Source: an optimization exercise on an open RTL-to-GDS flow (aim: small area). Production flows keep margins and buffers that such runs may drop. The RTL was checked by simulation tests, not by an equivalence proof against the original design.

==> flow/design.v, too long to show whole: its modules and the start of the top module <==
// module PE_R0: 260 lines
// module PE_R1: 260 lines
// module PE_R2: 260 lines
// module PE_R3: 260 lines
// module FA: 4 lines
// module HA: 4 lines
// module AN2: 3 lines
// module ND2: 3 lines
// module NR2: 3 lines
// module OR2: 3 lines
// module XOR2: 3 lines
// module XNR2: 3 lines
// module INV: 3 lines
// module NAND2B: 3 lines
// module AOI21: 3 lines
// module OAI21: 3 lines
// module MUXI: 3 lines
// module MUXN: 3 lines
// module MUXM: 3 lines
// module Mesh: 92 lines
module Mesh(
  input         clock,
  input  [7:0]  io_in_a_0_0,
  input  [7:0]  io_in_a_1_0,
  input  [7:0]  io_in_a_2_0,
  input  [7:0]  io_in_a_3_0,
  input  [7:0]  io_in_d_0_0,
  input  [7:0]  io_in_d_1_0,
  input  [7:0]  io_in_d_2_0,
  input  [7:0]  io_in_d_3_0,
  input  [15:0] io_in_b_0_0,
  input  [15:0] io_in_b_1_0,
  input  [15:0] io_in_b_2_0,
  input  [15:0] io_in_b_3_0,
  input         io_in_control_0_0_propagate,
  input         io_in_control_1_0_propagate,
  input         io_in_control_2_0_propagate,
  input         io_in_control_3_0_propagate,
  output [15:0] io_out_c_0_0,
  output [15:0] io_out_c_1_0,
  output [15:0] io_out_c_2_0,
  output [15:0] io_out_c_3_0
);
  // ...
==> flow/flow/run.sh <==
#!/bin/bash
# Layout with the standard flow (standard synthesis unchanged), with two
# changes: the port buffers are the smallest buffer cell, and clock tree
# synthesis inserts no dummy load cells.
set -euo pipefail
CTS="-sink_clustering_enable -repair_clock_nets -sink_clustering_size 16 -sink_clustering_max_diameter 90 -buf_list sky130_fd_sc_hd__clkbuf_8 -dont_use_dummy_load"
bash standard.sh \
  "BUFFER_PORTS_ARGS=-buffer_cell sky130_fd_sc_hd__buf_1" \
  "CTS_ARGS=$CTS" \
  finish > flow.log 2>&1
==> flow/standard.sh <==
#!/bin/bash
# synth_recipe.tcl (not shown) runs the flow's synth.tcl, then flattens the netlist and writes it again
# the make line also repeats each setting of config.mk as NAME=value (left out here)
make -C /OpenROAD-flow-scripts/flow DESIGN_CONFIG=/design/flow/config.mk WORK_HOME=/design/flow/orfs CLKGATE_MAP_FILE= SYNTH_SCRIPT=/design/flow/synth_recipe.tcl "${@:-finish}"
==> flow/config.mk <==
export PLATFORM = sky130hd
export DESIGN_NAME = Mesh
export DESIGN_NICKNAME = Mesh
export VERILOG_FILES = /design/flow/design.v
export SDC_FILE = /design/flow/constraint.sdc
export NUM_CORES = 4
export LEC_CHECK = 0
export CAP_MARGIN = 20
export CORE_MARGIN = 2
export CORE_UTILIZATION = 65
export GPL_TIMING_DRIVEN = 0
export PLACE_DENSITY = 0.8
export SLEW_MARGIN = 20
export SYNTH_HIERARCHICAL = 1
==> flow/constraint.sdc <==
create_clock -name core_clock -period 5.2 [get_ports {clock}]
set_input_delay 1.0400 -clock core_clock [delete_from_list [all_inputs] [get_ports {clock}]]
set_output_delay 1.0400 -clock core_clock [all_outputs]
set_load 0.01 [all_outputs]
==> run notes, run 1 <==
synthesized-area fraction occupied by adder cells=0.3386; global-route wire length before repair=~190000 um; area occupied by multi-input gates=32690 um2; layout cell share with drive strength beyond 1=0.05776; top cell class by occupied area=multi-input combinational cells; Arr. time, crit path=5.64 ns; outcome=timing/DRC/antenna clean; IO buf count=196; Routed met3 length=6814 um; register area=22250 um2; Plain + repair buffers=~200; Commonest cells post-synth=dfxtp_1, fa_1, nand2_1, o22ai_1, and2_1; crit path max fanout=10; top-count cell post-synth=dfxtp_1; initial antenna violation count=1; GRT overflow=0; most frequent cells in the layout=dfxtp_1, fa_1, nand2_1; post-synth top area cell=dfxtp_1; DRC viols=0; cells on worst reg2reg path=15; clk buf depth=3; Worst Setup Start Kind=flip-flop; Max stage delay on crit path=0.48 ns; Layout area overhead=6.483%; Root Driver=clkbuf_8
==> run 2, diff against run 1 <==
--- a/flow/design.v
+++ b/flow/design.v
@@ -148,113 +148,112 @@
   FA u122 (.x(acc[12]), .y(n48), .z(n55), .s(n172), .c(n173));
   FA u123 (.x(n62), .y(n163), .z(n172), .s(n174), .c(n175));
   FA u124 (.x(n165), .y(n174), .z(n167), .s(n176), .c(n177));
   FA u125 (.x(n169), .y(n176), .z(n171), .s(n178), .c(n179));
   FA u126 (.x(acc[13]), .y(n56), .z(n63), .s(n180), .c(n181));
   FA u127 (.x(n173), .y(n180), .z(n175), .s(n182), .c(n183));
   FA u128 (.x(n182), .y(n177), .z(n179), .s(n184), .c(n185));
   FA u129 (.x(acc[14]), .y(n64), .z(n181), .s(n186), .c(n187));
-  XNR2 u130 (.a(n186), .b(n183), .y(n188));
-  OR2 u131 (.a(n186), .b(n183), .y(n189));
-  XOR2 u132 (.a(acc[15]), .b(n187), .y(n191));
-  XOR2 u133 (.a(n191), .b(n189), .y(n190));
-  NR2 u134 (.a(acc[0]), .b(n1), .y(n192));
-  NAND2B u135 (.an(n66), .b(n192), .y(n193));
-  NR2 u136 (.a(n70), .b(n193), .y(n194));
-  NAND2B u137 (.an(n76), .b(n194), .y(n195));
-  NR2 u138 (.a(n84), .b(n195), .y(n196));
-  NAND2B u139 (.an(n94), .b(n196), .y(n197));
-  NR2 u140 (.a(n106), .b(n197), .y(n198));
-  XOR2 u141 (.a(n120), .b(n107), .y(n199));
-  NR2 u142 (.a(n120), .b(n107), .y(n200));
-  XOR2 u143 (.a(n148), .b(n135), .y(n201));
-  OR2 u144 (.a(n148), .b(n135), .y(n202));
-  XNR2 u145 (.a(n170), .b(n161), .y(n203));
-  NR2 u146 (.a(n170), .b(n161), .y(n204));
-  XOR2 u147 (.a(n188), .b(n185), .y(n205));
-  NR2 u148 (.a(n188), .b(n185), .y(n206));
-  AOI21 u149 (.a1(n199), .a2(n198), .b1(n200), .y(n207));
-  NR2 u150 (.a(n134), .b(n207), .y(n208));
-  INV u151 (.a(n134), .y(n209));
-  ND2 u152 (.a(n201), .b(n209), .y(n210));
-  OAI21 u153 (.a1(n210), .a2(n207), .b1(n202), .y(n211));
-  INV u154 (.a(n160), .y(n212));
-  ND2 u155 (.a(n212), .b(n211), .y(n213));
-  NR2 u156 (.a(n203), .b(n160), .y(n214));
-  AOI21 u157 (.a1(n214), .a2(n211), .b1(n204), .y(n215));
-  NR2 u158 (.a(n178), .b(n215), .y(n216));
-  NR2 u159 (.a(n184), .b(n178), .y(n217));
-  ND2 u160 (.a(n217), .b(n204), .y(n218));
-  ND2 u161 (.a(n217), .b(n214), .y(n219));
-  INV u162 (.a(n211), .y(n220));
-  OAI21 u163 (.a1(n219), .a2(n220), .b1(n218), .y(n221));
-  AOI21 u164 (.a1(n205), .a2(n221), .b1(n206), .y(n222));
+  FA u130 (.x(n186), .y(n183), .z(n185), .s(n188), .c(n189));
+  XNR2 u131 (.a(acc[15]), .b(n187), .y(n190));
+  NR2 u132 (.a(acc[0]), .b(n1), .y(n191));
+  NAND2B u133 (.an(n66), .b(n191), .y(n192));
+  NR2 u134 (.a(n70), .b(n192), .y(n193));
+  NAND2B u135 (.an(n76), .b(n193), .y(n194));
+  NR2 u136 (.a(n84), .b(n194), .y(n195));
+  NAND2B u137 (.an(n94), .b(n195), .y(n196));
+  NR2 u138 (.a(n106), .b(n196), .y(n197));
+  XOR2 u139 (.a(n120), .b(n107), .y(n198));
+  NR2 u140 (.a(n120), .b(n107), .y(n199));
+  XNR2 u141 (.a(n148), .b(n135), .y(n200));
+  NR2 u142 (.a(n148), .b(n135), .y(n201));
+  XNR2 u143 (.a(n170), .b(n161), .y(n202));
+  NR2 u144 (.a(n170), .b(n161), .y(n203));
+  XOR2 u145 (.a(n190), .b(n189), .y(n204));
+  AO21 u146 (.a1(n198), .a2(n197), .b1(n199), .y(n205));
+  INV u147 (.a(n134), .y(n206));
+  ND2 u148 (.a(n206), .b(n205), .y(n207));
+  NR2 u149 (.a(n200), .b(n134), .y(n208));
+  AO21 u150 (.a1(n208), .a2(n205), .b1(n201), .y(n209));
+  INV u151 (.a(n160), .y(n210));
+  ND2 u152 (.a(n210), .b(n209), .y(n211));
+  NR2 u153 (.a(n202), .b(n160), .y(n212));
+  AO21 u154 (.a1(n212), .a2(n209), .b1(n203), .y(n213));
+  INV u155 (.a(n178), .y(n214));
+  ND2 u156 (.a(n214), .b(n213), .y(n215));
+  NR2 u157 (.a(n184), .b(n178), .y(n216));
+  ND2 u158 (.a(n216), .b(n203), .y(n217));
+  ND2 u159 (.a(n216), .b(n212), .y(n218));
+  INV u160 (.a(n209), .y(n219));
+  OAI21 u161 (.a1(n218), .a2(n219), .b1(n217), .y(n220));
+  INV u162 (.a(n188), .y(n221));
+  ND2 u163 (.a(n221), .b(n220), .y(n222));
   wire sx0_T;
   XOR2 ux0_T (.a(acc[0]), .b(n1), .y(sx0_T));
   MUXI ma0 (.s(keep), .sn(keep_n), .x1(sx0_T), .x0(d[0]), .y(acc_d[0]));
   MUXI ms0 (.s(keep), .sn(keep_n), .x1(d[0]), .x0(sx0_T), .y(sh_d[0]));
   wire sx1_T;
-  XNR2 ux1_T (.a(n66), .b(n192), .y(sx1_T));
+  XNR2 ux1_T (.a(n66), .b(n191), .y(sx1_T));
   MUXI ma1 (.s(keep), .sn(keep_n), .x1(sx1_T), .x0(d[1]), .y(acc_d[1]));
   MUXI ms1 (.s(keep), .sn(keep_n), .x1(d[1]), .x0(sx1_T), .y(sh_d[1]));
   wire sx2_T;
-  XOR2 ux2_T (.a(n70), .b(n193), .y(sx2_T));
+  XOR2 ux2_T (.a(n70), .b(n192), .y(sx2_T));
   MUXI ma2 (.s(keep), .sn(keep_n), .x1(sx2_T), .x0(d[2]), .y(acc_d[2]));
   MUXI ms2 (.s(keep), .sn(keep_n), .x1(d[2]), .x0(sx2_T), .y(sh_d[2]));
   wire sx3_T;
-  XNR2 ux3_T (.a(n76), .b(n194), .y(sx3_T));
+  XNR2 ux3_T (.a(n76), .b(n193), .y(sx3_T));
   MUXI ma3 (.s(keep), .sn(keep_n), .x1(sx3_T), .x0(d[3]), .y(acc_d[3]));
   MUXI ms3 (.s(keep), .sn(keep_n), .x1(d[3]), .x0(sx3_T), .y(sh_d[3]));
   wire sx4_T;
-  XOR2 ux4_T (.a(n84), .b(n195), .y(sx4_T));
+  XOR2 ux4_T (.a(n84), .b(n194), .y(sx4_T));
   MUXI ma4 (.s(keep), .sn(keep_n), .x1(sx4_T), .x0(d[4]), .y(acc_d[4]));
   MUXI ms4 (.s(keep), .sn(keep_n), .x1(d[4]), .x0(sx4_T), .y(sh_d[4]));
   wire sx5_T;
-  XNR2 ux5_T (.a(n94), .b(n196), .y(sx5_T));
+  XNR2 ux5_T (.a(n94), .b(n195), .y(sx5_T));
   MUXI ma5 (.s(keep), .sn(keep_n), .x1(sx5_T), .x0(d[5]), .y(acc_d[5]));
   MUXI ms5 (.s(keep), .sn(keep_n), .x1(d[5]), .x0(sx5_T), .y(sh_d[5]));
   wire sx6_T;
-  XOR2 ux6_T (.a(n106), .b(n197), .y(sx6_T));
+  XOR2 ux6_T (.a(n106), .b(n196), .y(sx6_T));
   MUXI ma6 (.s(keep), .sn(keep_n), .x1(sx6_T), .x0(d[6]), .y(acc_d[6]));
   MUXI ms6 (.s(keep), .sn(keep_n), .x1(d[6]), .x0(sx6_T), .y(sh_d[6]));
   wire sx7_T;
-  XOR2 ux7_T (.a(n199), .b(n198), .y(sx7_T));
+  XOR2 ux7_T (.a(n198), .b(n197), .y(sx7_T));
   MUXI ma7 (.s(keep), .sn(keep_n), .x1(sx7_T), .x0(d[7]), .y(acc_d[7]));
   MUXI ms7 (.s(keep), .sn(keep_n), .x1(d[7]), .x0(sx7_T), .y(sh_d[7]));
   wire sx8_T;
-  XOR2 ux8_T (.a(n134), .b(n207), .y(sx8_T));
+  XNR2 ux8_T (.a(n134), .b(n205), .y(sx8_T));
   MUXI ma8 (.s(keep), .sn(keep_n), .x1(sx8_T), .x0(d[8]), .y(acc_d[8]));
   MUXI ms8 (.s(keep), .sn(keep_n), .x1(d[8]), .x0(sx8_T), .y(sh_d[8]));
   wire sx9_T;
-  XOR2 ux9_T (.a(n201), .b(n208), .y(sx9_T));
+  XOR2 ux9_T (.a(n200), .b(n207), .y(sx9_T));
   MUXI ma9 (.s(keep), .sn(keep_n), .x1(sx9_T), .x0(d[9]), .y(acc_d[9]));
   MUXI ms9 (.s(keep), .sn(keep_n), .x1(d[9]), .x0(sx9_T), .y(sh_d[9]));
   wire sx10_T;
-  XNR2 ux10_T (.a(n160), .b(n211), .y(sx10_T));
+  XNR2 ux10_T (.a(n160), .b(n209), .y(sx10_T));
   MUXI ma10 (.s(keep), .sn(keep_n), .x1(sx10_T), .x0(d[10]), .y(acc_d[10]));
   MUXI ms10 (.s(keep), .sn(keep_n), .x1(d[10]), .x0(sx10_T), .y(sh_d[10]));
   wire sx11_T;
-  XOR2 ux11_T (.a(n203), .b(n213), .y(sx11_T));
+  XOR2 ux11_T (.a(n202), .b(n211), .y(sx11_T));
   MUXI ma11 (.s(keep), .sn(keep_n), .x1(sx11_T), .x0(d[11]), .y(acc_d[11]));
   MUXI ms11 (.s(keep), .sn(keep_n), .x1(d[11]), .x0(sx11_T), .y(sh_d[11]));
   wire sx12_T;
-  XOR2 ux12_T (.a(n178), .b(n215), .y(sx12_T));
+  XNR2 ux12_T (.a(n178), .b(n213), .y(sx12_T));
   MUXI ma12 (.s(keep), .sn(keep_n), .x1(sx12_T), .x0(d[12]), .y(acc_d[12]));
   MUXI ms12 (.s(keep), .sn(keep_n), .x1(d[12]), .x0(sx12_T), .y(sh_d[12]));
   wire sx13_T;
-  XNR2 ux13_T (.a(n184), .b(n216), .y(sx13_T));
+  XOR2 ux13_T (.a(n184), .b(n215), .y(sx13_T));
   MUXI ma13 (.s(keep), .sn(keep_n), .x1(sx13_T), .x0(d[13]), .y(acc_d[13]));
   MUXI ms13 (.s(keep), .sn(keep_n), .x1(d[13]), .x0(sx13_T), .y(sh_d[13]));
   wire sx14_T;
-  XOR2 ux14_T (.a(n205), .b(n221), .y(sx14_T));
+  XNR2 ux14_T (.a(n188), .b(n220), .y(sx14_T));
   MUXI ma14 (.s(keep), .sn(keep_n), .x1(sx14_T), .x0(d[14]), .y(acc_d[14]));
   MUXI ms14 (.s(keep), .sn(keep_n), .x1(d[14]), .x0(sx14_T), .y(sh_d[14]));
   wire sx15_T;
-  XNR2 ux15_T (.a(n190), .b(n222), .y(sx15_T));
+  XOR2 ux15_T (.a(n204), .b(n222), .y(sx15_T));
   MUXI ma15 (.s(keep), .sn(keep_n), .x1(sx15_T), .x0(d[15]), .y(acc_d[15]));
   MUXI ms15 (.s(keep), .sn(keep_n), .x1(d[15]), .x0(sx15_T), .y(sh_d[15]));
   always @(posedge clock) begin
     acc <= acc_d;
     sh  <= sh_d;
   end
   assign c_out = sh;
 endmodule
@@ -408,113 +407,112 @@
   FA u122 (.x(acc[12]), .y(n48), .z(n55), .s(n172), .c(n173));
   FA u123 (.x(n62), .y(n163), .z(n172), .s(n174), .c(n175));
   FA u124 (.x(n165), .y(n174), .z(n167), .s(n176), .c(n177));
   FA u125 (.x(n169), .y(n176), .z(n171), .s(n178), .c(n179));
   FA u126 (.x(acc[13]), .y(n56), .z(n63), .s(n180), .c(n181));
   FA u127 (.x(n173), .y(n180), .z(n175), .s(n182), .c(n183));
   FA u128 (.x(n182), .y(n177), .z(n179), .s(n184), .c(n185));
   FA u129 (.x(acc[14]), .y(n64), .z(n181), .s(n186), .c(n187));
-  XNR2 u130 (.a(n186), .b(n183), .y(n188));
-  OR2 u131 (.a(n186), .b(n183), .y(n189));
-  XOR2 u132 (.a(acc[15]), .b(n187), .y(n191));
-  XOR2 u133 (.a(n191), .b(n189), .y(n190));
-  NR2 u134 (.a(acc[0]), .b(n1), .y(n192));
-  NAND2B u135 (.an(n66), .b(n192), .y(n193));
-  NR2 u136 (.a(n70), .b(n193), .y(n194));
-  NAND2B u137 (.an(n76), .b(n194), .y(n195));
-  NR2 u138 (.a(n84), .b(n195), .y(n196));
-  NAND2B u139 (.an(n94), .b(n196), .y(n197));
-  NR2 u140 (.a(n106), .b(n197), .y(n198));
-  XOR2 u141 (.a(n120), .b(n107), .y(n199));
-  NR2 u142 (.a(n120), .b(n107), .y(n200));
-  XOR2 u143 (.a(n148), .b(n135), .y(n201));
-  OR2 u144 (.a(n148), .b(n135), .y(n202));
-  XNR2 u145 (.a(n170), .b(n161), .y(n203));
-  NR2 u146 (.a(n170), .b(n161), .y(n204));
-  XOR2 u147 (.a(n188), .b(n185), .y(n205));
-  NR2 u148 (.a(n188), .b(n185), .y(n206));
-  AOI21 u149 (.a1(n199), .a2(n198), .b1(n200), .y(n207));
-  NR2 u150 (.a(n134), .b(n207), .y(n208));
-  INV u151 (.a(n134), .y(n209));
-  ND2 u152 (.a(n201), .b(n209), .y(n210));
-  OAI21 u153 (.a1(n210), .a2(n207), .b1(n202), .y(n211));
-  INV u154 (.a(n160), .y(n212));
-  ND2 u155 (.a(n212), .b(n211), .y(n213));
-  NR2 u156 (.a(n203), .b(n160), .y(n214));
-  AOI21 u157 (.a1(n214), .a2(n211), .b1(n204), .y(n215));
-  NR2 u158 (.a(n178), .b(n215), .y(n216));
-  NR2 u159 (.a(n184), .b(n178), .y(n217));
-  ND2 u160 (.a(n217), .b(n204), .y(n218));
-  ND2 u161 (.a(n217), .b(n214), .y(n219));
-  INV u162 (.a(n211), .y(n220));
-  OAI21 u163 (.a1(n219), .a2(n220), .b1(n218), .y(n221));
-  AOI21 u164 (.a1(n205), .a2(n221), .b1(n206), .y(n222));
+  FA u130 (.x(n186), .y(n183), .z(n185), .s(n188), .c(n189));
+  XNR2 u131 (.a(acc[15]), .b(n187), .y(n190));
+  NR2 u132 (.a(acc[0]), .b(n1), .y(n191));
+  NAND2B u133 (.an(n66), .b(n191), .y(n192));
+  NR2 u134 (.a(n70), .b(n192), .y(n193));
+  NAND2B u135 (.an(n76), .b(n193), .y(n194));
+  NR2 u136 (.a(n84), .b(n194), .y(n195));
+  NAND2B u137 (.an(n94), .b(n195), .y(n196));
+  NR2 u138 (.a(n106), .b(n196), .y(n197));
+  XOR2 u139 (.a(n120), .b(n107), .y(n198));
+  NR2 u140 (.a(n120), .b(n107), .y(n199));
+  XNR2 u141 (.a(n148), .b(n135), .y(n200));
+  NR2 u142 (.a(n148), .b(n135), .y(n201));
+  XNR2 u143 (.a(n170), .b(n161), .y(n202));
+  NR2 u144 (.a(n170), .b(n161), .y(n203));
+  XOR2 u145 (.a(n190), .b(n189), .y(n204));
+  AO21 u146 (.a1(n198), .a2(n197), .b1(n199), .y(n205));
+  INV u147 (.a(n134), .y(n206));
+  ND2 u148 (.a(n206), .b(n205), .y(n207));
+  NR2 u149 (.a(n200), .b(n134), .y(n208));
+  AO21 u150 (.a1(n208), .a2(n205), .b1(n201), .y(n209));
+  INV u151 (.a(n160), .y(n210));
+  ND2 u152 (.a(n210), .b(n209), .y(n211));
+  NR2 u153 (.a(n202), .b(n160), .y(n212));
+  AO21 u154 (.a1(n212), .a2(n209), .b1(n203), .y(n213));
+  INV u155 (.a(n178), .y(n214));
+  ND2 u156 (.a(n214), .b(n213), .y(n215));
+  NR2 u157 (.a(n184), .b(n178), .y(n216));
+  ND2 u158 (.a(n216), .b(n203), .y(n217));
+  ND2 u159 (.a(n216), .b(n212), .y(n218));
+  INV u160 (.a(n209), .y(n219));
+  OAI21 u161 (.a1(n218), .a2(n219), .b1(n217), .y(n220));
+  INV u162 (.a(n188), .y(n221));
+  ND2 u163 (.a(n221), .b(n220), .y(n222));
   wire sx0_N;
   XNR2 ux0_N (.a(acc[0]), .b(n1), .y(sx0_N));
   MUXN ma0 (.s(keep), .sn(keep_n), .x1(sx0_N), .x0(d[0]), .y(acc_d[0]));
   MUXI ms0 (.s(keep), .sn(keep_n), .x1(d[0]), .x0(sx0_N), .y(sh_d[0]));
   wire sx1_N;
-  XOR2 ux1_N (.a(n66), .b(n192), .y(sx1_N));
+  XOR2 ux1_N (.a(n66), .b(n191), .y(sx1_N));
   MUXN ma1 (.s(keep), .sn(keep_n), .x1(sx1_N), .x0(d[1]), .y(acc_d[1]));
   MUXI ms1 (.s(keep), .sn(keep_n), .x1(d[1]), .x0(sx1_N), .y(sh_d[1]));
   wire sx2_N;
-  XNR2 ux2_N (.a(n70), .b(n193), .y(sx2_N));
+  XNR2 ux2_N (.a(n70), .b(n192), .y(sx2_N));
   MUXN ma2 (.s(keep), .sn(keep_n), .x1(sx2_N), .x0(d[2]), .y(acc_d[2]));
   MUXI ms2 (.s(keep), .sn(keep_n), .x1(d[2]), .x0(sx2_N), .y(sh_d[2]));
   wire sx3_N;
-  XOR2 ux3_N (.a(n76), .b(n194), .y(sx3_N));
+  XOR2 ux3_N (.a(n76), .b(n193), .y(sx3_N));
   MUXN ma3 (.s(keep), .sn(keep_n), .x1(sx3_N), .x0(d[3]), .y(acc_d[3]));
   MUXI ms3 (.s(keep), .sn(keep_n), .x1(d[3]), .x0(sx3_N), .y(sh_d[3]));
   wire sx4_N;
-  XNR2 ux4_N (.a(n84), .b(n195), .y(sx4_N));
+  XNR2 ux4_N (.a(n84), .b(n194), .y(sx4_N));
   MUXN ma4 (.s(keep), .sn(keep_n), .x1(sx4_N), .x0(d[4]), .y(acc_d[4]));
   MUXI ms4 (.s(keep), .sn(keep_n), .x1(d[4]), .x0(sx4_N), .y(sh_d[4]));
   wire sx5_N;
-  XOR2 ux5_N (.a(n94), .b(n196), .y(sx5_N));
+  XOR2 ux5_N (.a(n94), .b(n195), .y(sx5_N));
   MUXN ma5 (.s(keep), .sn(keep_n), .x1(sx5_N), .x0(d[5]), .y(acc_d[5]));
   MUXI ms5 (.s(keep), .sn(keep_n), .x1(d[5]), .x0(sx5_N), .y(sh_d[5]));
   wire sx6_N;
-  XNR2 ux6_N (.a(n106), .b(n197), .y(sx6_N));
+  XNR2 ux6_N (.a(n106), .b(n196), .y(sx6_N));
   MUXN ma6 (.s(keep), .sn(keep_n), .x1(sx6_N), .x0(d[6]), .y(acc_d[6]));
   MUXI ms6 (.s(keep), .sn(keep_n), .x1(d[6]), .x0(sx6_N), .y(sh_d[6]));
   wire sx7_N;
-  XNR2 ux7_N (.a(n199), .b(n198), .y(sx7_N));
+  XNR2 ux7_N (.a(n198), .b(n197), .y(sx7_N));
   MUXN ma7 (.s(keep), .sn(keep_n), .x1(sx7_N), .x0(d[7]), .y(acc_d[7]));
   MUXI ms7 (.s(keep), .sn(keep_n), .x1(d[7]), .x0(sx7_N), .y(sh_d[7]));
   wire sx8_N;
-  XNR2 ux8_N (.a(n134), .b(n207), .y(sx8_N));
+  XOR2 ux8_N (.a(n134), .b(n205), .y(sx8_N));
   MUXN ma8 (.s(keep), .sn(keep_n), .x1(sx8_N), .x0(d[8]), .y(acc_d[8]));
   MUXI ms8 (.s(keep), .sn(keep_n), .x1(d[8]), .x0(sx8_N), .y(sh_d[8]));
   wire sx9_N;
-  XNR2 ux9_N (.a(n201), .b(n208), .y(sx9_N));
+  XNR2 ux9_N (.a(n200), .b(n207), .y(sx9_N));
   MUXN ma9 (.s(keep), .sn(keep_n), .x1(sx9_N), .x0(d[9]), .y(acc_d[9]));
   MUXI ms9 (.s(keep), .sn(keep_n), .x1(d[9]), .x0(sx9_N), .y(sh_d[9]));
   wire sx10_N;
-  XOR2 ux10_N (.a(n160), .b(n211), .y(sx10_N));
+  XOR2 ux10_N (.a(n160), .b(n209), .y(sx10_N));
   MUXN ma10 (.s(keep), .sn(keep_n), .x1(sx10_N), .x0(d[10]), .y(acc_d[10]));
   MUXI ms10 (.s(keep), .sn(keep_n), .x1(d[10]), .x0(sx10_N), .y(sh_d[10]));
   wire sx11_N;
-  XNR2 ux11_N (.a(n203), .b(n213), .y(sx11_N));
+  XNR2 ux11_N (.a(n202), .b(n211), .y(sx11_N));
   MUXN ma11 (.s(keep), .sn(keep_n), .x1(sx11_N), .x0(d[11]), .y(acc_d[11]));
   MUXI ms11 (.s(keep), .sn(keep_n), .x1(d[11]), .x0(sx11_N), .y(sh_d[11]));
   wire sx12_N;
-  XNR2 ux12_N (.a(n178), .b(n215), .y(sx12_N));
+  XOR2 ux12_N (.a(n178), .b(n213), .y(sx12_N));
   MUXN ma12 (.s(keep), .sn(keep_n), .x1(sx12_N), .x0(d[12]), .y(acc_d[12]));
   MUXI ms12 (.s(keep), .sn(keep_n), .x1(d[12]), .x0(sx12_N), .y(sh_d[12]));
   wire sx13_N;
-  XOR2 ux13_N (.a(n184), .b(n216), .y(sx13_N));
+  XNR2 ux13_N (.a(n184), .b(n215), .y(sx13_N));
   MUXN ma13 (.s(keep), .sn(keep_n), .x1(sx13_N), .x0(d[13]), .y(acc_d[13]));
   MUXI ms13 (.s(keep), .sn(keep_n), .x1(d[13]), .x0(sx13_N), .y(sh_d[13]));
   wire sx14_N;
-  XNR2 ux14_N (.a(n205), .b(n221), .y(sx14_N));
+  XOR2 ux14_N (.a(n188), .b(n220), .y(sx14_N));
   MUXN ma14 (.s(keep), .sn(keep_n), .x1(sx14_N), .x0(d[14]), .y(acc_d[14]));
   MUXI ms14 (.s(keep), .sn(keep_n), .x1(d[14]), .x0(sx14_N), .y(sh_d[14]));
   wire sx15_N;
-  XOR2 ux15_N (.a(n190), .b(n222), .y(sx15_N));
+  XNR2 ux15_N (.a(n204), .b(n222), .y(sx15_N));
   MUXN ma15 (.s(keep), .sn(keep_n), .x1(sx15_N), .x0(d[15]), .y(acc_d[15]));
   MUXI ms15 (.s(keep), .sn(keep_n), .x1(d[15]), .x0(sx15_N), .y(sh_d[15]));
   always @(posedge clock) begin
     acc <= acc_d;
     sh  <= sh_d;
   end
   assign c_out = sh;
 endmodule
@@ -668,113 +666,112 @@
   FA u122 (.x(acc[12]), .y(n48), .z(n55), .s(n172), .c(n173));
   FA u123 (.x(n62), .y(n163), .z(n172), .s(n174), .c(n175));
   FA u124 (.x(n165), .y(n174), .z(n167), .s(n176), .c(n177));
   FA u125 (.x(n169), .y(n176), .z(n171), .s(n178), .c(n179));
   FA u126 (.x(acc[13]), .y(n56), .z(n63), .s(n180), .c(n181));
   FA u127 (.x(n173), .y(n180), .z(n175), .s(n182), .c(n183));
   FA u128 (.x(n182), .y(n177), .z(n179), .s(n184), .c(n185));
   FA u129 (.x(acc[14]), .y(n64), .z(n181), .s(n186), .c(n187));
-  XNR2 u130 (.a(n186), .b(n183), .y(n188));
-  OR2 u131 (.a(n186), .b(n183), .y(n189));
-  XOR2 u132 (.a(acc[15]), .b(n187), .y(n191));
-  XOR2 u133 (.a(n191), .b(n189), .y(n190));
-  NR2 u134 (.a(acc[0]), .b(n1), .y(n192));
-  NAND2B u135 (.an(n66), .b(n192), .y(n193));
-  NR2 u136 (.a(n70), .b(n193), .y(n194));
-  NAND2B u137 (.an(n76), .b(n194), .y(n195));
-  NR2 u138 (.a(n84), .b(n195), .y(n196));
-  NAND2B u139 (.an(n94), .b(n196), .y(n197));
-  NR2 u140 (.a(n106), .b(n197), .y(n198));
-  XOR2 u141 (.a(n120), .b(n107), .y(n199));
-  NR2 u142 (.a(n120), .b(n107), .y(n200));
-  XOR2 u143 (.a(n148), .b(n135), .y(n201));
-  OR2 u144 (.a(n148), .b(n135), .y(n202));
-  XNR2 u145 (.a(n170), .b(n161), .y(n203));
-  NR2 u146 (.a(n170), .b(n161), .y(n204));
-  XOR2 u147 (.a(n188), .b(n185), .y(n205));
-  NR2 u148 (.a(n188), .b(n185), .y(n206));
-  AOI21 u149 (.a1(n199), .a2(n198), .b1(n200), .y(n207));
-  NR2 u150 (.a(n134), .b(n207), .y(n208));
-  INV u151 (.a(n134), .y(n209));
-  ND2 u152 (.a(n201), .b(n209), .y(n210));
-  OAI21 u153 (.a1(n210), .a2(n207), .b1(n202), .y(n211));
-  INV u154 (.a(n160), .y(n212));
-  ND2 u155 (.a(n212), .b(n211), .y(n213));
-  NR2 u156 (.a(n203), .b(n160), .y(n214));
-  AOI21 u157 (.a1(n214), .a2(n211), .b1(n204), .y(n215));
-  NR2 u158 (.a(n178), .b(n215), .y(n216));
-  NR2 u159 (.a(n184), .b(n178), .y(n217));
-  ND2 u160 (.a(n217), .b(n204), .y(n218));
-  ND2 u161 (.a(n217), .b(n214), .y(n219));
-  INV u162 (.a(n211), .y(n220));
-  OAI21 u163 (.a1(n219), .a2(n220), .b1(n218), .y(n221));
-  AOI21 u164 (.a1(n205), .a2(n221), .b1(n206), .y(n222));
+  FA u130 (.x(n186), .y(n183), .z(n185), .s(n188), .c(n189));
+  XNR2 u131 (.a(acc[15]), .b(n187), .y(n190));
+  NR2 u132 (.a(acc[0]), .b(n1), .y(n191));
+  NAND2B u133 (.an(n66), .b(n191), .y(n192));
+  NR2 u134 (.a(n70), .b(n192), .y(n193));
+  NAND2B u135 (.an(n76), .b(n193), .y(n194));
+  NR2 u136 (.a(n84), .b(n194), .y(n195));
+  NAND2B u137 (.an(n94), .b(n195), .y(n196));
+  NR2 u138 (.a(n106), .b(n196), .y(n197));
+  XOR2 u139 (.a(n120), .b(n107), .y(n198));
+  NR2 u140 (.a(n120), .b(n107), .y(n199));
+  XNR2 u141 (.a(n148), .b(n135), .y(n200));
+  NR2 u142 (.a(n148), .b(n135), .y(n201));
+  XNR2 u143 (.a(n170), .b(n161), .y(n202));
+  NR2 u144 (.a(n170), .b(n161), .y(n203));
+  XOR2 u145 (.a(n190), .b(n189), .y(n204));
+  AO21 u146 (.a1(n198), .a2(n197), .b1(n199), .y(n205));
+  INV u147 (.a(n134), .y(n206));
+  ND2 u148 (.a(n206), .b(n205), .y(n207));
+  NR2 u149 (.a(n200), .b(n134), .y(n208));
+  AO21 u150 (.a1(n208), .a2(n205), .b1(n201), .y(n209));
+  INV u151 (.a(n160), .y(n210));
+  ND2 u152 (.a(n210), .b(n209), .y(n211));
+  NR2 u153 (.a(n202), .b(n160), .y(n212));
+  AO21 u154 (.a1(n212), .a2(n209), .b1(n203), .y(n213));
+  INV u155 (.a(n178), .y(n214));
+  ND2 u156 (.a(n214), .b(n213), .y(n215));
+  NR2 u157 (.a(n184), .b(n178), .y(n216));
+  ND2 u158 (.a(n216), .b(n203), .y(n217));
+  ND2 u159 (.a(n216), .b(n212), .y(n218));
+  INV u160 (.a(n209), .y(n219));
+  OAI21 u161 (.a1(n218), .a2(n219), .b1(n217), .y(n220));
+  INV u162 (.a(n188), .y(n221));
+  ND2 u163 (.a(n221), .b(n220), .y(n222));
   wire sx0_T;
   XOR2 ux0_T (.a(acc[0]), .b(n1), .y(sx0_T));
   MUXI ma0 (.s(keep), .sn(keep_n), .x1(sx0_T), .x0(d[0]), .y(acc_d[0]));
   MUXI ms0 (.s(keep), .sn(keep_n), .x1(d[0]), .x0(sx0_T), .y(sh_d[0]));
   wire sx1_T;
-  XNR2 ux1_T (.a(n66), .b(n192), .y(sx1_T));
+  XNR2 ux1_T (.a(n66), .b(n191), .y(sx1_T));
   MUXI ma1 (.s(keep), .sn(keep_n), .x1(sx1_T), .x0(d[1]), .y(acc_d[1]));
   MUXI ms1 (.s(keep), .sn(keep_n), .x1(d[1]), .x0(sx1_T), .y(sh_d[1]));
   wire sx2_T;
-  XOR2 ux2_T (.a(n70), .b(n193), .y(sx2_T));
+  XOR2 ux2_T (.a(n70), .b(n192), .y(sx2_T));
   MUXI ma2 (.s(keep), .sn(keep_n), .x1(sx2_T), .x0(d[2]), .y(acc_d[2]));
   MUXI ms2 (.s(keep), .sn(keep_n), .x1(d[2]), .x0(sx2_T), .y(sh_d[2]));
   wire sx3_T;
-  XNR2 ux3_T (.a(n76), .b(n194), .y(sx3_T));
+  XNR2 ux3_T (.a(n76), .b(n193), .y(sx3_T));
   MUXI ma3 (.s(keep), .sn(keep_n), .x1(sx3_T), .x0(d[3]), .y(acc_d[3]));
   MUXI ms3 (.s(keep), .sn(keep_n), .x1(d[3]), .x0(sx3_T), .y(sh_d[3]));
   wire sx4_T;
-  XOR2 ux4_T (.a(n84), .b(n195), .y(sx4_T));
+  XOR2 ux4_T (.a(n84), .b(n194), .y(sx4_T));
   MUXI ma4 (.s(keep), .sn(keep_n), .x1(sx4_T), .x0(d[4]), .y(acc_d[4]));
   MUXI ms4 (.s(keep), .sn(keep_n), .x1(d[4]), .x0(sx4_T), .y(sh_d[4]));
   wire sx5_T;
-  XNR2 ux5_T (.a(n94), .b(n196), .y(sx5_T));
+  XNR2 ux5_T (.a(n94), .b(n195), .y(sx5_T));
   MUXI ma5 (.s(keep), .sn(keep_n), .x1(sx5_T), .x0(d[5]), .y(acc_d[5]));
   MUXI ms5 (.s(keep), .sn(keep_n), .x1(d[5]), .x0(sx5_T), .y(sh_d[5]));
   wire sx6_T;
-  XOR2 ux6_T (.a(n106), .b(n197), .y(sx6_T));
+  XOR2 ux6_T (.a(n106), .b(n196), .y(sx6_T));
   MUXI ma6 (.s(keep), .sn(keep_n), .x1(sx6_T), .x0(d[6]), .y(acc_d[6]));
   MUXI ms6 (.s(keep), .sn(keep_n), .x1(d[6]), .x0(sx6_T), .y(sh_d[6]));
   wire sx7_T;
-  XOR2 ux7_T (.a(n199), .b(n198), .y(sx7_T));
+  XOR2 ux7_T (.a(n198), .b(n197), .y(sx7_T));
   MUXI ma7 (.s(keep), .sn(keep_n), .x1(sx7_T), .x0(d[7]), .y(acc_d[7]));
   MUXI ms7 (.s(keep), .sn(keep_n), .x1(d[7]), .x0(sx7_T), .y(sh_d[7]));
   wire sx8_T;
-  XOR2 ux8_T (.a(n134), .b(n207), .y(sx8_T));
+  XNR2 ux8_T (.a(n134), .b(n205), .y(sx8_T));
   MUXI ma8 (.s(keep), .sn(keep_n), .x1(sx8_T), .x0(d[8]), .y(acc_d[8]));
   MUXI ms8 (.s(keep), .sn(keep_n), .x1(d[8]), .x0(sx8_T), .y(sh_d[8]));
   wire sx9_T;
-  XOR2 ux9_T (.a(n201), .b(n208), .y(sx9_T));
+  XOR2 ux9_T (.a(n200), .b(n207), .y(sx9_T));
   MUXI ma9 (.s(keep), .sn(keep_n), .x1(sx9_T), .x0(d[9]), .y(acc_d[9]));
   MUXI ms9 (.s(keep), .sn(keep_n), .x1(d[9]), .x0(sx9_T), .y(sh_d[9]));
   wire sx10_T;
-  XNR2 ux10_T (.a(n160), .b(n211), .y(sx10_T));
+  XNR2 ux10_T (.a(n160), .b(n209), .y(sx10_T));
   MUXI ma10 (.s(keep), .sn(keep_n), .x1(sx10_T), .x0(d[10]), .y(acc_d[10]));
   MUXI ms10 (.s(keep), .sn(keep_n), .x1(d[10]), .x0(sx10_T), .y(sh_d[10]));
   wire sx11_T;
-  XOR2 ux11_T (.a(n203), .b(n213), .y(sx11_T));
+  XOR2 ux11_T (.a(n202), .b(n211), .y(sx11_T));
   MUXI ma11 (.s(keep), .sn(keep_n), .x1(sx11_T), .x0(d[11]), .y(acc_d[11]));
   MUXI ms11 (.s(keep), .sn(keep_n), .x1(d[11]), .x0(sx11_T), .y(sh_d[11]));
   wire sx12_T;
-  XOR2 ux12_T (.a(n178), .b(n215), .y(sx12_T));
+  XNR2 ux12_T (.a(n178), .b(n213), .y(sx12_T));
   MUXI ma12 (.s(keep), .sn(keep_n), .x1(sx12_T), .x0(d[12]), .y(acc_d[12]));
   MUXI ms12 (.s(keep), .sn(keep_n), .x1(d[12]), .x0(sx12_T), .y(sh_d[12]));
   wire sx13_T;
-  XNR2 ux13_T (.a(n184), .b(n216), .y(sx13_T));
+  XOR2 ux13_T (.a(n184), .b(n215), .y(sx13_T));
   MUXI ma13 (.s(keep), .sn(keep_n), .x1(sx13_T), .x0(d[13]), .y(acc_d[13]));
   MUXI ms13 (.s(keep), .sn(keep_n), .x1(d[13]), .x0(sx13_T), .y(sh_d[13]));
   wire sx14_T;
-  XOR2 ux14_T (.a(n205), .b(n221), .y(sx14_T));
+  XNR2 ux14_T (.a(n188), .b(n220), .y(sx14_T));
   MUXI ma14 (.s(keep), .sn(keep_n), .x1(sx14_T), .x0(d[14]), .y(acc_d[14]));
   MUXI ms14 (.s(keep), .sn(keep_n), .x1(d[14]), .x0(sx14_T), .y(sh_d[14]));
   wire sx15_T;
-  XNR2 ux15_T (.a(n190), .b(n222), .y(sx15_T));
+  XOR2 ux15_T (.a(n204), .b(n222), .y(sx15_T));
   MUXI ma15 (.s(keep), .sn(keep_n), .x1(sx15_T), .x0(d[15]), .y(acc_d[15]));
   MUXI ms15 (.s(keep), .sn(keep_n), .x1(d[15]), .x0(sx15_T), .y(sh_d[15]));
   always @(posedge clock) begin
     acc <= acc_d;
     sh  <= sh_d;
   end
   assign c_out = sh;
 endmodule
@@ -928,113 +925,112 @@
   FA u122 (.x(acc[12]), .y(n48), .z(n55), .s(n172), .c(n173));
   FA u123 (.x(n62), .y(n163), .z(n172), .s(n174), .c(n175));
   FA u124 (.x(n165), .y(n174), .z(n167), .s(n176), .c(n177));
   FA u125 (.x(n169), .y(n176), .z(n171), .s(n178), .c(n179));
   FA u126 (.x(acc[13]), .y(n56), .z(n63), .s(n180), .c(n181));
   FA u127 (.x(n173), .y(n180), .z(n175), .s(n182), .c(n183));
   FA u128 (.x(n182), .y(n177), .z(n179), .s(n184), .c(n185));
   FA u129 (.x(acc[14]), .y(n64), .z(n181), .s(n186), .c(n187));
-  XNR2 u130 (.a(n186), .b(n183), .y(n188));
-  OR2 u131 (.a(n186), .b(n183), .y(n189));
-  XOR2 u132 (.a(acc[15]), .b(n187), .y(n191));
-  XOR2 u133 (.a(n191), .b(n189), .y(n190));
-  NR2 u134 (.a(acc[0]), .b(n1), .y(n192));
-  NAND2B u135 (.an(n66), .b(n192), .y(n193));
-  NR2 u136 (.a(n70), .b(n193), .y(n194));
-  NAND2B u137 (.an(n76), .b(n194), .y(n195));
-  NR2 u138 (.a(n84), .b(n195), .y(n196));
-  NAND2B u139 (.an(n94), .b(n196), .y(n197));
-  NR2 u140 (.a(n106), .b(n197), .y(n198));
-  XOR2 u141 (.a(n120), .b(n107), .y(n199));
-  NR2 u142 (.a(n120), .b(n107), .y(n200));
-  XOR2 u143 (.a(n148), .b(n135), .y(n201));
-  OR2 u144 (.a(n148), .b(n135), .y(n202));
-  XNR2 u145 (.a(n170), .b(n161), .y(n203));
-  NR2 u146 (.a(n170), .b(n161), .y(n204));
-  XOR2 u147 (.a(n188), .b(n185), .y(n205));
-  NR2 u148 (.a(n188), .b(n185), .y(n206));
-  AOI21 u149 (.a1(n199), .a2(n198), .b1(n200), .y(n207));
-  NR2 u150 (.a(n134), .b(n207), .y(n208));
-  INV u151 (.a(n134), .y(n209));
-  ND2 u152 (.a(n201), .b(n209), .y(n210));
-  OAI21 u153 (.a1(n210), .a2(n207), .b1(n202), .y(n211));
-  INV u154 (.a(n160), .y(n212));
-  ND2 u155 (.a(n212), .b(n211), .y(n213));
-  NR2 u156 (.a(n203), .b(n160), .y(n214));
-  AOI21 u157 (.a1(n214), .a2(n211), .b1(n204), .y(n215));
-  NR2 u158 (.a(n178), .b(n215), .y(n216));
-  NR2 u159 (.a(n184), .b(n178), .y(n217));
-  ND2 u160 (.a(n217), .b(n204), .y(n218));
-  ND2 u161 (.a(n217), .b(n214), .y(n219));
-  INV u162 (.a(n211), .y(n220));
-  OAI21 u163 (.a1(n219), .a2(n220), .b1(n218), .y(n221));
-  AOI21 u164 (.a1(n205), .a2(n221), .b1(n206), .y(n222));
+  FA u130 (.x(n186), .y(n183), .z(n185), .s(n188), .c(n189));
+  XNR2 u131 (.a(acc[15]), .b(n187), .y(n190));
+  NR2 u132 (.a(acc[0]), .b(n1), .y(n191));
+  NAND2B u133 (.an(n66), .b(n191), .y(n192));
+  NR2 u134 (.a(n70), .b(n192), .y(n193));
+  NAND2B u135 (.an(n76), .b(n193), .y(n194));
+  NR2 u136 (.a(n84), .b(n194), .y(n195));
+  NAND2B u137 (.an(n94), .b(n195), .y(n196));
+  NR2 u138 (.a(n106), .b(n196), .y(n197));
+  XOR2 u139 (.a(n120), .b(n107), .y(n198));
+  NR2 u140 (.a(n120), .b(n107), .y(n199));
+  XNR2 u141 (.a(n148), .b(n135), .y(n200));
+  NR2 u142 (.a(n148), .b(n135), .y(n201));
+  XNR2 u143 (.a(n170), .b(n161), .y(n202));
+  NR2 u144 (.a(n170), .b(n161), .y(n203));
+  XOR2 u145 (.a(n190), .b(n189), .y(n204));
+  AO21 u146 (.a1(n198), .a2(n197), .b1(n199), .y(n205));
+  INV u147 (.a(n134), .y(n206));
+  ND2 u148 (.a(n206), .b(n205), .y(n207));
+  NR2 u149 (.a(n200), .b(n134), .y(n208));
+  AO21 u150 (.a1(n208), .a2(n205), .b1(n201), .y(n209));
+  INV u151 (.a(n160), .y(n210));
+  ND2 u152 (.a(n210), .b(n209), .y(n211));
+  NR2 u153 (.a(n202), .b(n160), .y(n212));
+  AO21 u154 (.a1(n212), .a2(n209), .b1(n203), .y(n213));
+  INV u155 (.a(n178), .y(n214));
+  ND2 u156 (.a(n214), .b(n213), .y(n215));
+  NR2 u157 (.a(n184), .b(n178), .y(n216));
+  ND2 u158 (.a(n216), .b(n203), .y(n217));
+  ND2 u159 (.a(n216), .b(n212), .y(n218));
+  INV u160 (.a(n209), .y(n219));
+  OAI21 u161 (.a1(n218), .a2(n219), .b1(n217), .y(n220));
+  INV u162 (.a(n188), .y(n221));
+  ND2 u163 (.a(n221), .b(n220), .y(n222));
   wire sx0_N;
   XNR2 ux0_N (.a(acc[0]), .b(n1), .y(sx0_N));
   MUXN ma0 (.s(keep), .sn(keep_n), .x1(sx0_N), .x0(d[0]), .y(acc_d[0]));
   MUXI ms0 (.s(keep), .sn(keep_n), .x1(d[0]), .x0(sx0_N), .y(sh_d[0]));
   wire sx1_N;
-  XOR2 ux1_N (.a(n66), .b(n192), .y(sx1_N));
+  XOR2 ux1_N (.a(n66), .b(n191), .y(sx1_N));
   MUXN ma1 (.s(keep), .sn(keep_n), .x1(sx1_N), .x0(d[1]), .y(acc_d[1]));
   MUXI ms1 (.s(keep), .sn(keep_n), .x1(d[1]), .x0(sx1_N), .y(sh_d[1]));
   wire sx2_N;
-  XNR2 ux2_N (.a(n70), .b(n193), .y(sx2_N));
+  XNR2 ux2_N (.a(n70), .b(n192), .y(sx2_N));
   MUXN ma2 (.s(keep), .sn(keep_n), .x1(sx2_N), .x0(d[2]), .y(acc_d[2]));
   MUXI ms2 (.s(keep), .sn(keep_n), .x1(d[2]), .x0(sx2_N), .y(sh_d[2]));
   wire sx3_N;
-  XOR2 ux3_N (.a(n76), .b(n194), .y(sx3_N));
+  XOR2 ux3_N (.a(n76), .b(n193), .y(sx3_N));
   MUXN ma3 (.s(keep), .sn(keep_n), .x1(sx3_N), .x0(d[3]), .y(acc_d[3]));
   MUXI ms3 (.s(keep), .sn(keep_n), .x1(d[3]), .x0(sx3_N), .y(sh_d[3]));
   wire sx4_N;
-  XNR2 ux4_N (.a(n84), .b(n195), .y(sx4_N));
+  XNR2 ux4_N (.a(n84), .b(n194), .y(sx4_N));
   MUXN ma4 (.s(keep), .sn(keep_n), .x1(sx4_N), .x0(d[4]), .y(acc_d[4]));
   MUXI ms4 (.s(keep), .sn(keep_n), .x1(d[4]), .x0(sx4_N), .y(sh_d[4]));
   wire sx5_N;
-  XOR2 ux5_N (.a(n94), .b(n196), .y(sx5_N));
+  XOR2 ux5_N (.a(n94), .b(n195), .y(sx5_N));
   MUXN ma5 (.s(keep), .sn(keep_n), .x1(sx5_N), .x0(d[5]), .y(acc_d[5]));
   MUXI ms5 (.s(keep), .sn(keep_n), .x1(d[5]), .x0(sx5_N), .y(sh_d[5]));
   wire sx6_N;
-  XNR2 ux6_N (.a(n106), .b(n197), .y(sx6_N));
+  XNR2 ux6_N (.a(n106), .b(n196), .y(sx6_N));
   MUXN ma6 (.s(keep), .sn(keep_n), .x1(sx6_N), .x0(d[6]), .y(acc_d[6]));
   MUXI ms6 (.s(keep), .sn(keep_n), .x1(d[6]), .x0(sx6_N), .y(sh_d[6]));
   wire sx7_N;
-  XNR2 ux7_N (.a(n199), .b(n198), .y(sx7_N));
+  XNR2 ux7_N (.a(n198), .b(n197), .y(sx7_N));
   MUXN ma7 (.s(keep), .sn(keep_n), .x1(sx7_N), .x0(d[7]), .y(acc_d[7]));
   MUXI ms7 (.s(keep), .sn(keep_n), .x1(d[7]), .x0(sx7_N), .y(sh_d[7]));
   wire sx8_N;
-  XNR2 ux8_N (.a(n134), .b(n207), .y(sx8_N));
+  XOR2 ux8_N (.a(n134), .b(n205), .y(sx8_N));
   MUXN ma8 (.s(keep), .sn(keep_n), .x1(sx8_N), .x0(d[8]), .y(acc_d[8]));
   MUXI ms8 (.s(keep), .sn(keep_n), .x1(d[8]), .x0(sx8_N), .y(sh_d[8]));
   wire sx9_N;
-  XNR2 ux9_N (.a(n201), .b(n208), .y(sx9_N));
+  XNR2 ux9_N (.a(n200), .b(n207), .y(sx9_N));
   MUXN ma9 (.s(keep), .sn(keep_n), .x1(sx9_N), .x0(d[9]), .y(acc_d[9]));
   MUXI ms9 (.s(keep), .sn(keep_n), .x1(d[9]), .x0(sx9_N), .y(sh_d[9]));
   wire sx10_N;
-  XOR2 ux10_N (.a(n160), .b(n211), .y(sx10_N));
+  XOR2 ux10_N (.a(n160), .b(n209), .y(sx10_N));
   MUXN ma10 (.s(keep), .sn(keep_n), .x1(sx10_N), .x0(d[10]), .y(acc_d[10]));
   MUXI ms10 (.s(keep), .sn(keep_n), .x1(d[10]), .x0(sx10_N), .y(sh_d[10]));
   wire sx11_N;
-  XNR2 ux11_N (.a(n203), .b(n213), .y(sx11_N));
+  XNR2 ux11_N (.a(n202), .b(n211), .y(sx11_N));
   MUXN ma11 (.s(keep), .sn(keep_n), .x1(sx11_N), .x0(d[11]), .y(acc_d[11]));
   MUXI ms11 (.s(keep), .sn(keep_n), .x1(d[11]), .x0(sx11_N), .y(sh_d[11]));
   wire sx12_N;
-  XNR2 ux12_N (.a(n178), .b(n215), .y(sx12_N));
+  XOR2 ux12_N (.a(n178), .b(n213), .y(sx12_N));
   MUXN ma12 (.s(keep), .sn(keep_n), .x1(sx12_N), .x0(d[12]), .y(acc_d[12]));
   MUXI ms12 (.s(keep), .sn(keep_n), .x1(d[12]), .x0(sx12_N), .y(sh_d[12]));
   wire sx13_N;
-  XOR2 ux13_N (.a(n184), .b(n216), .y(sx13_N));
+  XNR2 ux13_N (.a(n184), .b(n215), .y(sx13_N));
   MUXN ma13 (.s(keep), .sn(keep_n), .x1(sx13_N), .x0(d[13]), .y(acc_d[13]));
   MUXI ms13 (.s(keep), .sn(keep_n), .x1(d[13]), .x0(sx13_N), .y(sh_d[13]));
   wire sx14_N;
-  XNR2 ux14_N (.a(n205), .b(n221), .y(sx14_N));
+  XOR2 ux14_N (.a(n188), .b(n220), .y(sx14_N));
   MUXN ma14 (.s(keep), .sn(keep_n), .x1(sx14_N), .x0(d[14]), .y(acc_d[14]));
   MUXI ms14 (.s(keep), .sn(keep_n), .x1(d[14]), .x0(sx14_N), .y(sh_d[14]));
   wire sx15_N;
-  XOR2 ux15_N (.a(n190), .b(n222), .y(sx15_N));
+  XNR2 ux15_N (.a(n204), .b(n222), .y(sx15_N));
   MUXN ma15 (.s(keep), .sn(keep_n), .x1(sx15_N), .x0(d[15]), .y(acc_d[15]));
   MUXI ms15 (.s(keep), .sn(keep_n), .x1(d[15]), .x0(sx15_N), .y(sh_d[15]));
   always @(posedge clock) begin
     acc <= acc_d;
     sh  <= sh_d;
   end
   assign c_out = sh;
 endmodule
@@ -1068,16 +1064,22 @@
   assign y = ~a;
 endmodule
 module NAND2B(input an, input b, output y);
   assign y = ~(~an & b);
 endmodule
 module AOI21(input a1, input a2, input b1, output y);
   assign y = ~((a1 & a2) | b1);
 endmodule
+module AO21(input a1, input a2, input b1, output y);
+  assign y = (a1 & a2) | b1;
+endmodule
+module OA21(input a1, input a2, input b1, output y);
+  assign y = (a1 | a2) & b1;
+endmodule
 module OAI21(input a1, input a2, input b1, output y);
   assign y = ~((a1 | a2) & b1);
 endmodule
 module MUXI(input s, input sn, input x1, input x0, output y);
   assign y = ~((sn | x1) & (s | x0));
 endmodule
 module MUXN(input s, input sn, input x1, input x0, output y);
   assign y = (s & x1) | (sn & x0);
==> flow/flow/run.sh (replaced) <==
#!/bin/bash
# Layout with the standard flow (standard synthesis unchanged), with two
# changes: the port buffers are the smallest buffer cell, and clock tree
# synthesis inserts no dummy load cells.
set -euo pipefail
CTS="-sink_clustering_enable -repair_clock_nets -sink_clustering_size 20 -sink_clustering_max_diameter 60 -buf_list sky130_fd_sc_hd__clkbuf_8 -dont_use_dummy_load"
bash standard.sh \
  "BUFFER_PORTS_ARGS=-buffer_cell sky130_fd_sc_hd__buf_1" \
  "CTS_ARGS=$CTS" \
  finish > flow.log 2>&1
==> run 2 against run 1 <==
Effect of this change:
- register-to-register slack improved by 0.02 ns
- worst hold slack got worse by 0.043 ns
- global-route usage down 0.088 points
- flip-flop and latch count unchanged
- highest routed layer unchanged
- clock skew is 0.029 ns higher
- cell count fell by 0.24%
- sequential share of layout area grew 0.10 points
- largest cell class unchanged
- clock-buffer cell count is 1 higher
- first-iteration DRC count increased by 1.8%
==> run notes, run 2 <==
register area share after synthesis=0.4037; #FFs+latches synth=1104; vias per cell=between 5 and 6; nets@finish=5862; CP endpoint kind=flip-flop; I/O Pins=197; number of synthesized flops with an enable pin=0; fin. max-slew vios=0; yosys warns=11; H-Tree Depth=3; top-count cell post-synth=dfxtp_1; Global Route Usage Sum=0.2675; global-route wire length before repair=183600 um (-0.91%); vias in the first global route=35790; Post-Synthesis Cells=4500; post-route minimum period=5.038 ns; CP most frequent cell=fa_1; Arr. time, crit path=5.59 ns (-0.05 ns); post-route ant nets=0; wire per inst=18.89 um; Worst EP required=5.75 ns; Die Width=between 200 and 300 um; CTS Hold Bufs=0; Num CTS Buffers=80; Biggest register=row.col.d_r; Async SR Flop Fraction=0; commonest non-fill, non-tap cell in the layout=dfxtp_1; endpoints failing setup=0; syn_nets=around 5600; hold crit path type=reg -> reg; Mapped Area=54750 um2; max reg flops=256; Final Cycle Share=0.9688; Initial Util=0.6552; Final Skew=0.08849 ns; maximum clock rate=0.1985 GHz; endpoints failing hold=0; Vias=33590; DRC viols=0 (unchanged); CTS sink cnt=1104; DPL Wire Length=about 84000 um; IO buf count=196 (unchanged); Commonest cells post-synth=dfxtp_1, fa_1, nand2_1, o22ai_1, xnor2_1; most frequent cells in the layout=dfxtp_1, fa_1, nand2_1; Synth cell types=14; DRT iter0 DRCs=2488; Area contributors post-synth=dfxtp_1, fa_1, nand2_1, o22ai_1, xnor2_1; crit-path cells=nand2_1 -> fa_1 -> fa_1 -> fa_1 -> fa_1 -> or2_1 -> fa_1 -> fa_1 -> nor2_1 -> nand2_1 -> o21ai_1 -> nand2_1 -> xnor2_1 -> o22ai_1; routed wire length=around 110000 um; register area=22230 um2 (-0.11%); Max Cap Viol=0; critical path class=reg -> reg; outcome=timing/DRC/antenna clean; Worst Setup Start Kind=flip-flop; max_slew headroom=0.2998; total core area=83560 um2; Max stage delay on crit path=0.57 ns (+0.09 ns); Slew @ Worst Pin=1.049 ns; area occupied by multi-input gates=32340 um2 (-1.1%); Synth Flop Type=dfxtp_1; Yosys top cell area share=0.4037; Root Driver=clkbuf_8; Final WS setup=around 0.16 ns; Worst-path clk slew=0.11 ns; clk latency of the worst-skew pair=approximately 0.75 ns; routability cong.=0.8630; Die ar.=roughly 87000 um2; post-synth top area cell=dfxtp_1; Layout area overhead=6.310%; crit path max fanout=9 (-1); synthesized area per cell=12.17 um2; largest net degree at the start of global routing=35; dpl ws=0.06547 ns; clk buf depth=3 (unchanged); initial antenna violation count=2 (+1); layout cell share with drive strength beyond 1=0.03805 (-0.01971); Die Ht=294.2 um; 1st-pass router iterations=5; GRT overflow=0 (unchanged); fillers=5964; # rows=106; CTS tree=built; Final Core Density=0.6966; slowest library cell on the worst path=dfxtp_1
[run 2: layer usage]
metal,GRT usage,part of all wire,up-vias
met5,0,0,-
met4,0.08089,0.027,0
met3,0.04887,0.067,215
met2,0.4176,0.47,1258
met1,0.3864,0.43,16950
li1,-,-,15160
[run 2: worst max-delay path, delay by kind of cell (launching register included)]
family,cells,cell delay (ns)
fa+ha+maj,6,2.88
simple gates,5,0.74
compound gates,2,0.44
xor+xnor,1,0.23
flops,1,0.57
[run 2: final timing paths]
| check | from | endpoint | slack, ns | depth (start not counted) |
|---|---|---|---|---|
| setup reg to reg | row[3].col[2].a_r[4] | row[3].col[2].genblk3.genblk1.pe.u.sh[15] | 0.16 | 14 |
| setup / recovery | row[3].col[2].a_r[4] | row[3].col[2].genblk3.genblk1.pe.u.sh[15] | 0.16 | 14 |
| hold / removal | row[0].col[1].pe.u.sh[2] | row[1].col[1].d_r[2] | 0.27 | 0 |
| hold reg to reg | row[0].col[1].pe.u.sh[2] | row[1].col[1].d_r[2] | 0.27 | 0 |
[run 2: stage by stage]
| stage | instance area, um2 | std cells | hold WS [ns] | setup TNS (ns) |
|---|---|---|---|---|
| floorplan | 54750 | 4500 | 0.3096 | 0 |
| global placement | 56830 | 5776 | 0.3104 | 0 |
| detailed placement | 56940 | 5782 | 0.3121 | 0 |
| CTS | 58040 | 5862 | 0.2709 | 0 |
| global route | 58200 | 5864 | 0.2615 | -0.0006639 |
| finish | 58200 | 5864 | 0.2741 | 0 |
[run 2: logic make-up (layout without fill, tap and decap cells)]
group / after synthesis / in the layout / synth area share
buffers and inverters: 96 / 379 / 0.006582
and+or+nand+nor: 1392 / 1392 / 0.1101
xor gates and xnor gates: 388 / 388 / 0.06207
AOI/OAI and AO/OA: 576 / 576 / 0.07240
DFF: 1104 / 1104 / 0.4037
other: 0 / 1 / 0
adders and majority gates: 944 / 944 / 0.3452
[run 2: per-module statistics from Yosys, one instance, submodules excluded, excerpt]
| module | copies in the design | cells |
|---|---|---|
| PE_R3 | 4 | 32 |
| PE_R2 | 4 | 32 |
| FA | 944 | 1 |
| XOR2 | 160 | 1 |
| OR2 | 48 | 1 |
| AN2 | 224 | 1 |
| OAI21 | 16 | 1 |
| INV | 96 | 1 |
[run 2: layout make-up]
type,count,area share
timing repair buffer,203,0.01412
clock buffer,80,0.01892
inverter,96,0.006191
antenna,1,0.00004300
multi-input combinational,3300,0.5556
sequential,1104,0.3819
tap,1080,0.02322
[run 2: repair_timing]
item                                    4_1_cts  5_1_grt
resized for setup                             0       87
endpoints found under the setup margin        0       45
setup buffers                                 0        0
==> run 3, diff against run 2 <==
==> flow/flow/run.sh (replaced) <==
#!/bin/bash
# Layout with the standard flow (standard synthesis unchanged), with two
# changes: the port buffers are the smallest buffer cell, and clock tree
# synthesis inserts no dummy load cells.
set -euo pipefail
CTS="-sink_clustering_enable -repair_clock_nets -sink_clustering_size 16 -sink_clustering_max_diameter 70 -buf_list sky130_fd_sc_hd__clkbuf_8 -dont_use_dummy_load"
bash standard.sh \
  "BUFFER_PORTS_ARGS=-buffer_cell sky130_fd_sc_hd__buf_1" \
  "CTS_ARGS=$CTS" \
  finish > flow.log 2>&1
==> run 3 against run 2 <==
Effect of this change:
- worst setup slack improved by 0.060 ns
- register-to-register slack improved by 0.06 ns
- still clean on timing, DRC and antenna
- highest routed layer is now met5
- flip-flop and latch count stayed put
- first-iteration DRC count down 3.3%
- via count grew 0.31%
==> run notes, run 3 <==
outcome=timing/DRC/antenna clean; Post-Synthesis Cells=4500 (unchanged); CTS tree=built; DPL Wire Length=84410 um (unchanged); post-synth top area cell=dfxtp_1; Die Width=294.2 um (unchanged); wire per inst=18.91 um (about the same); clk buf depth=3 (unchanged); max_slew headroom=0.3046 (+0.004746); Die Ht=294.2 um (unchanged); Worst EP required=5.74 ns (about the same); layout cell share with drive strength beyond 1=0.04202 (+0.003964); total core area=83560 um2 (unchanged); post-synthesis simple-gate area fraction=0.1101 (unchanged); Initial Util=0.6552 (unchanged); post-route ant nets=0 (unchanged); Biggest register=row.col.d_r; vias in the first global route=35910 (+0.36%); hold depth=0 (unchanged); clk latency of the worst-skew pair=0.70 ns (-0.05 ns); placed inst area=56940 um2 (unchanged); nets@finish=5863 (+0.017%); Area contributors post-synth=dfxtp_1, fa_1, nand2_1, o22ai_1, xnor2_1; top-count cell post-synth=dfxtp_1; 1st-pass router iterations=6 (+1); Final WS setup=0.2220 ns (+0.06000 ns); endpoints failing hold=0 (unchanged); DRC viols=0 (unchanged); global-route wire length before repair=184100 um (+0.29%); # rows=106 (unchanged); yosys warns=11 (unchanged); syn_nets=5577 (unchanged); Async SR Flop Fraction=0 (unchanged); WHS=0.2895 ns (+0.01534 ns); commonest non-fill, non-tap cell in the layout=dfxtp_1; synthesized area per cell=12.17 um2 (unchanged); fillers=5974 (+0.17%); Final Core Density=0.6969 (about the same); Final Instance Area=58230 um2 (about the same); Final Cycle Share=0.9573 (-0.01154); hold path start=row[0].col[3].pe.u.sh[14]; H-Tree Depth=3 (unchanged); CTS Hold Bufs=0 (unchanged); Layout area overhead=6.358% (about the same); GRT overflow=0 (unchanged); Worst-path clk slew=0.10 ns (about the same); Max Cap Viol=0 (unchanged); compound-cell area share of the yosys netlist=0.07240 (unchanged); routability cong.=0.8630 (unchanged); post-route minimum period=4.978 ns (-0.06000 ns); IO buf count=196 (unchanged); Commonest cells post-synth=dfxtp_1, fa_1, nand2_1, o22ai_1, xnor2_1; FF-to-FF End=row[0].col[1].pe.u.sh[15]; hold crit path type=reg -> reg; Root Driver=clkbuf_8; fin. max-slew vios=0 (unchanged); Final Skew=0.06585 ns (-0.02264 ns); CP endpoint kind=flip-flop; register area share after synthesis=0.4037 (unchanged); post-synthesis mux area share=0 (unchanged); largest net degree at the start of global routing=35 (unchanged); RR Startpoint=row[0].col[1].a_r[2]; Worst Setup Start Kind=flip-flop; WHS Endpoint=row[1].col[3].d_r[14]; post-synthesis xor/xnor area fraction=0.06207 (unchanged); Die ar.=86570 um2 (unchanged); Yosys top cell area share=0.4037 (unchanged); Mapped Area=54750 um2 (unchanged); #FFs+latches synth=1104 (unchanged); most frequent cells in the layout=dfxtp_1, fa_1, nand2_1; vias per cell=5.745 (+0.29%); number of synthesized flops with an enable pin=0 (unchanged); Synth cell types=14 (unchanged); crit path max fanout=9 (unchanged); max reg flops=256 (unchanged); endpoints failing setup=0 (unchanged); maximum clock rate=0.2009 GHz (+1.2%); Arr. time, crit path=5.52 ns (-0.07 ns); Vias=33690 (+0.31%); Synth Flop Type=dfxtp_1; DRT iter0 DRCs=2405 (-3.3%); cells on worst reg2reg path=13 (-1); synthesized-area fraction occupied by adder cells=0.3452 (unchanged); dpl ws=0.06547 ns (unchanged); routed wire length=110900 um (about the same); Num CTS Buffers=81 (+1.3%); Post-CTS Setup Bufs=0 (unchanged); critical path class=reg -> reg; Slew @ Worst Pin=1.042 ns (-0.007111 ns); I/O Pins=197 (unchanged); reg-to-reg slack, setup=0.22 ns (+0.06 ns); CTS sink cnt=1104 (unchanged); Global Route Usage Sum=0.2680 (+0.0005479); largest family of logic cells by synthesized area=adder cells; Post-CTS Resized=0 (unchanged); initial antenna violation count=4 (+2)
-- run 3: per-layer routing --
metal	routed length [um]	part of all wire	track usage
met5	8	0.000072	0
met4	3050	0.028	0.09034
met3	7669	0.069	0.04539
met2	52230	0.47	0.4169
met1	47930	0.43	0.3872
-- run 3: Yosys stat by module, one instance, submodules excluded, a selection --
module  cells inside  cell area, um2
PE_R2             32           640.6
PE_R1             32           640.6
PE_R0             32           640.6
FA                 1           20.02
MUXN               1           8.758
XNR2               1           8.758
AO21               1           7.507
NAND2B             1           6.256
AN2                1           6.256
ND2                1           3.754
NR2                1           3.754
-- run 3: area by class of cell --
type | instances | area (um2) | share of cell area
antenna | 1 | 2.502 | 0.00004298
clock buffer | 81 | 1115 | 0.01915
inverter | 96 | 360.3 | 0.006189
multi-input combinational | 3300 | 32330 | 0.5553
sequential | 1104 | 22240 | 0.3820
tap | 1080 | 1351 | 0.02321
timing repair buffer | 203 | 822.0 | 0.01412
-- run 3: how the worst max path moves through the flow --
stage	startpoint	to	slack, ns
6_report	row[0].col[1].a_r[2]	row[0].col[1].pe.u.sh[15]	0.22
5_1_grt	row[3].col[2].a_r[0]	row[3].col[2].genblk3.genblk1.pe.u.sh[15]	-0.0003
4_1_cts	row[1].col[3].b_r[2]	row[1].col[3].genblk3.pe.u.sh[15]	0.04
3_5_place_dp	row[1].col[1].a_r[1]	row[1].col[1].genblk3.pe.u.sh[15]	0.07
3_3_place_gp	row[3].col[2].a_r[1]	row[3].col[2].genblk3.genblk1.pe.u.sh[15]	0.14
2_1_floorplan	row[0].col[0].a_r[3]	row[0].col[0].pe.u.acc[15]	0.59
-- run 3: kinds of logic after synthesis --
family	after synthesis
fa+ha+maj	944
xor+xnor	388
buf+inv	96
flops	1104
simple gates	1392
compound gates	576
-- run 3: worst max-delay path, stage by stage, from the launching register on --
cell	delay, ns
dfxtp_1	0.56
and2_1	0.22
fa_1	0.45
fa_1	0.48
fa_1	0.44
fa_1	0.53
or2_1	0.27
fa_1	0.42
fa_1	0.44
fa_1	0.55
inv_1	0.05
nand2_1	0.08
xor2_1	0.18
o22ai_1	0.13
-- run 3: through the flow --
stage | setup TNS [ns] | instances
global placement | 0 | 5776
floorplan | 0 | 4500
CTS | 0 | 5863
global route | -0.0003104 | 5865
finish | 0 | 5865
detailed placement | 0 | 5782

-- separate check: timing with driven ports --
The flow's constraints put no driver on any port. The routed layouts listed below were extracted and timed again, unchanged, in two steps.
Step 1 sets driving cells, clkbuf_16 on the clock port and buf_2 on the other inputs (assumed; they add their load-dependent delay and slew).
Step 2 adds t to the input delays and takes it off the output delays; t is the mean of the earliest and latest rising clock arrival at the registers after step 1. Input paths then give back, and output paths get back, about the clock's delay inside the block.
Slacks: no drivers / after step 1 / after step 2; pairs: no drivers / after step 1.
run | shift t [ns] | setup WS [ns] | worst hold slack (ns) | slew at the worst register clock pin (ns)
run 1 | 0.762 | 0.147 / 0.147 / 0.147 | 0.317 / 0.317 / 0.317 | 0.11 / 0.11
run 2 | 0.762 | 0.162 / 0.162 / 0.162 | 0.274 / 0.274 / 0.274 | 0.11 / 0.11
run 3 | 0.748 | 0.222 / 0.222 / 0.222 | 0.289 / 0.289 / 0.289 | 0.11 / 0.11
After both steps every run listed still meets setup and hold.
